This is an optimization exercise on Yosys and OpenROAD, whose aim is small area, not a production implementation.
Only simulation tests tie the RTL to the original design; equivalence was not proved.
The clock port is modelled as an ideal driver; clocking choices that lean on that would not hold on a real chip.

## draw_line
module draw_line(clk, rst_n, wea, x, y, m, b, dir, range, index_rd, line_x, line_y, finish);
For scale: ~1300 cells after synthesis.
export LEC_CHECK = 0
export CAP_MARGIN = 20
export CORE_MARGIN = 2
export CORE_UTILIZATION = 40
export SLEW_MARGIN = 20
export SYNTH_HIERARCHICAL = 1
export SYNTH_MINIMUM_KEEP_SIZE = 0
create_clock -name core_clock -period 14.0 [get_ports {clk}]
standard.sh (not shown) runs the stock make flow with config.mk's settings and CLKGATE_MAP_FILE= SYNTH_SCRIPT=/design/flow/synth_recipe.tcl, a recipe that flattens the netlist after the stock synthesis.
==> flow/flow/run.sh <==
#!/bin/bash
# The standard layout (the standard.sh: the standard synthesis and ORFS
# from floorplan to finish), with these changes to how the layout is made:
#  - at the start of the floorplan step, flow/downsize.tcl swaps every
#    combinational cell for the smallest cell of the same function; the
#    timing repair of the floorplan and later steps sizes up what is needed;
#  - the port buffers that global placement adds to every input and output
#    are sky130_fd_sc_hd__buf_1 cells instead of the default buffer;
#  - clock tree synthesis adds no dummy loads and uses clkbuf_8 buffers.
# make's full output goes to flow_make.log in this folder.
set -euo pipefail
here=$(pwd)
bash standard.sh \
  "PRE_FLOORPLAN_TCL=$here/flow/downsize.tcl" \
  "BUFFER_PORTS_ARGS=-buffer_cell sky130_fd_sc_hd__buf_1" \
  "CTS_ARGS=-sink_clustering_enable -repair_clock_nets -dont_use_dummy_load -buf_list sky130_fd_sc_hd__clkbuf_8" \
  finish > flow_make.log 2>&1
==> flow/flow/downsize.tcl <==
# Sized-down start for the resizer: every combinational cell of the
# synthesized netlist is swapped for the smallest cell of the same function
# (same name but for the drive-strength suffix). Registers, tie cells and
# buffers are left as they are. The floorplan's and later stages' timing
# repair then size up what the timing needs.
set db [ord::get_db]
set n 0
set saved 0.0
foreach inst [[ord::get_db_block] getInsts] {
  set mname [[$inst getMaster] getName]
  if {![regexp {^(sky130_fd_sc_hd__([a-z0-9]+))_([0-9]+)$} $mname -> base func drive]} { continue }
  if {[regexp {^(df|edf|sdf|sed|dl|conb|buf|clkbuf|clkdly|dlygate|tap|fill|decap|diode)} $func]} { continue }
  set cur [$inst getMaster]
  set best $cur
  set best_area [expr {[$cur getWidth] * [$cur getHeight]}]
  foreach d {0 1 2 4 6 8 12 16} {
    set cand [$db findMaster "${base}_$d"]
    if {$cand == "NULL" || $cand == ""} { continue }
    set a [expr {[$cand getWidth] * [$cand getHeight]}]
    if {$a < $best_area} { set best $cand; set best_area $a }
  }
  if {$best != $cur} {
    set saved [expr {$saved + [$cur getWidth] * [$cur getHeight] - $best_area}]
    $inst swapMaster $best
    incr n
  }
}
puts "downsize.tcl: swapped $n cells to their smallest size, [expr {$saved / 1e6}] um2 less"
Rerun with:
--- a/flow/config.mk
+++ b/flow/config.mk
@@ -10 +10 @@
-export CORE_UTILIZATION = 40
+export CORE_UTILIZATION = 65
Outcome: Utilization goes up by 28 points. Routed wire length drops by a little under a tenth. Setup slack loses 0.025 ns. Die area drops by well over a third. Fmax barely changes.
Rerun with:
--- a/flow/config.mk
+++ b/flow/config.mk
@@ -8 +8 @@
-export CAP_MARGIN = 20
+export CAP_MARGIN = 5
@@ -10,2 +10,2 @@
-export CORE_UTILIZATION = 65
-export SLEW_MARGIN = 20
+export CORE_UTILIZATION = 40
+export SLEW_MARGIN = 5
Effect:
- hold slack improved by 0.014 ns
- wire length goes up by 7.8%
- non-clock buffer count goes down by 18
- via count goes down by 1.8%
- setup slack improved by 0.025 ns
- final cell count goes up by 8.9%
- sequential share of layout area goes down by 0.22 points
- utilization goes down by 28 points
- sequential cell count does not change
- fmax barely changes
Rerun with:
--- a/flow/config.mk
+++ b/flow/config.mk
@@ -10,0 +11 @@
+export GPL_TIMING_DRIVEN = 0
Global-route usage is higher by 2.2 points.
Flip-flop and latch count does not change.
Clock-buffer cell count stays the same.

========
draw_line, a different RTL version from the one above (not shown whole).
For scale: ~290 I/O pins, roughly 12000 um2 of cells after synthesis.
Settings: LEC_CHECK=0, CAP_MARGIN=20, CORE_MARGIN=2, CORE_UTILIZATION=50, GPL_TIMING_DRIVEN=0, SLEW_MARGIN=20, SYNTH_HIERARCHICAL=1, SYNTH_MINIMUM_KEEP_SIZE=0; clock period 14.0 ns.
==> flow/flow/run.sh <==
#!/bin/bash
# The standard layout (the standard.sh: the standard synthesis and ORFS
# from floorplan to finish), with these changes to how the layout is made:
#  - at the start of the floorplan step, flow/downsize.tcl swaps every
#    combinational cell for the smallest cell of the same function; the
#    timing repair of the floorplan and later steps sizes up what is needed;
#  - the port buffers that global placement adds to every input and output
#    are sky130_fd_sc_hd__buf_1 cells instead of the default buffer;
set -euo pipefail
here=$(pwd)
bash standard.sh \
  "PRE_FLOORPLAN_TCL=$here/flow/downsize.tcl" \
  "PRE_GLOBAL_PLACE_TCL=$here/flow/rmbuf.tcl" \
  "POST_CTS_TCL=$here/flow/clkfix.tcl" \
  "BUFFER_PORTS_ARGS=-buffer_cell sky130_fd_sc_hd__buf_1" \
  "CTS_ARGS=-sink_clustering_enable -repair_clock_nets -dont_use_dummy_load -buf_list sky130_fd_sc_hd__clkbuf_8" \
  finish > flow_make.log 2>&1
==> flow/flow/rmbuf.tcl <==
# With timing-driven global placement off, remove the buffers that synthesis
# inserted, as the standard flow does before timing-driven placement.
remove_buffers
Scripts as last shown in full above: flow/flow/downsize.tcl
Other scripts of this flow, unchanged in this note and not shown: flow/flow/clkfix.tcl
Edit:
--- a/flow/flow/run.sh
+++ b/flow/flow/run.sh
@@ -11,5 +11,4 @@
 bash standard.sh \
   "PRE_FLOORPLAN_TCL=$here/flow/downsize.tcl" \
-  "PRE_GLOBAL_PLACE_TCL=$here/flow/rmbuf.tcl" \
   "POST_CTS_TCL=$here/flow/clkfix.tcl" \
   "BUFFER_PORTS_ARGS=-buffer_cell sky130_fd_sc_hd__buf_1" \
Settings changed: GPL_TIMING_DRIVEN 0 to default.
removed: flow/flow/rmbuf.tcl
The changed run finished with timing, DRC and antenna clean; synthesized area is unchanged; count of clock-buffer cells in the layout is unchanged.

separate check: timing with driven ports:
The flow's constraints put no driver on any port. The routed layouts listed below were extracted and timed again, unchanged, in two steps.
Step 1 (the two cells are an assumption about what drives the block):
set clk [get_ports {clk}]
set_driving_cell -lib_cell sky130_fd_sc_hd__clkbuf_16 $clk
set_driving_cell -lib_cell sky130_fd_sc_hd__buf_2 [delete_from_list [all_inputs] $clk]
Step 2 also shifts input and output timing later by t, the mid clock arrival at the registers, as if the neighbouring blocks saw the same clock.
a / b / c = no drivers / after step 1 / after step 2; a / b = the first two.
| run | t, ns | setup WS [ns] | slew at the worst register clock pin (ns) | worst slew at a driven data input, ns |
|---|---|---|---|---|
| the first run of note 1 | 0.520 | 0.411 / 0.386 / 0.386 | 0.11 / 0.11 | 0.09 |
| the second run of note 1 | 0.502 | 0.386 / 0.362 / 0.362 | 0.12 / 0.12 | 0.09 |
| the third run of note 1 | 0.520 | 0.411 / 0.386 / 0.386 | 0.11 / 0.11 | 0.09 |
| the fourth run of note 1 | 0.538 | 0.407 / 0.366 / 0.366 | 0.11 / 0.11 | 0.10 |
| the first run of note 2 | 0.475 | 0.960 / 0.918 / 1.392 | 0.10 / 0.10 | 0.10 |
| the second run of note 2 | 0.480 | 1.329 / 1.289 / 1.769 | 0.11 / 0.11 | 0.08 |
After both steps setup and hold are still met in every run listed. For the fourth run of note 1, which loses most, drivers alone change the setup slack by -0.041 ns; drivers and shift together by -0.041 ns.
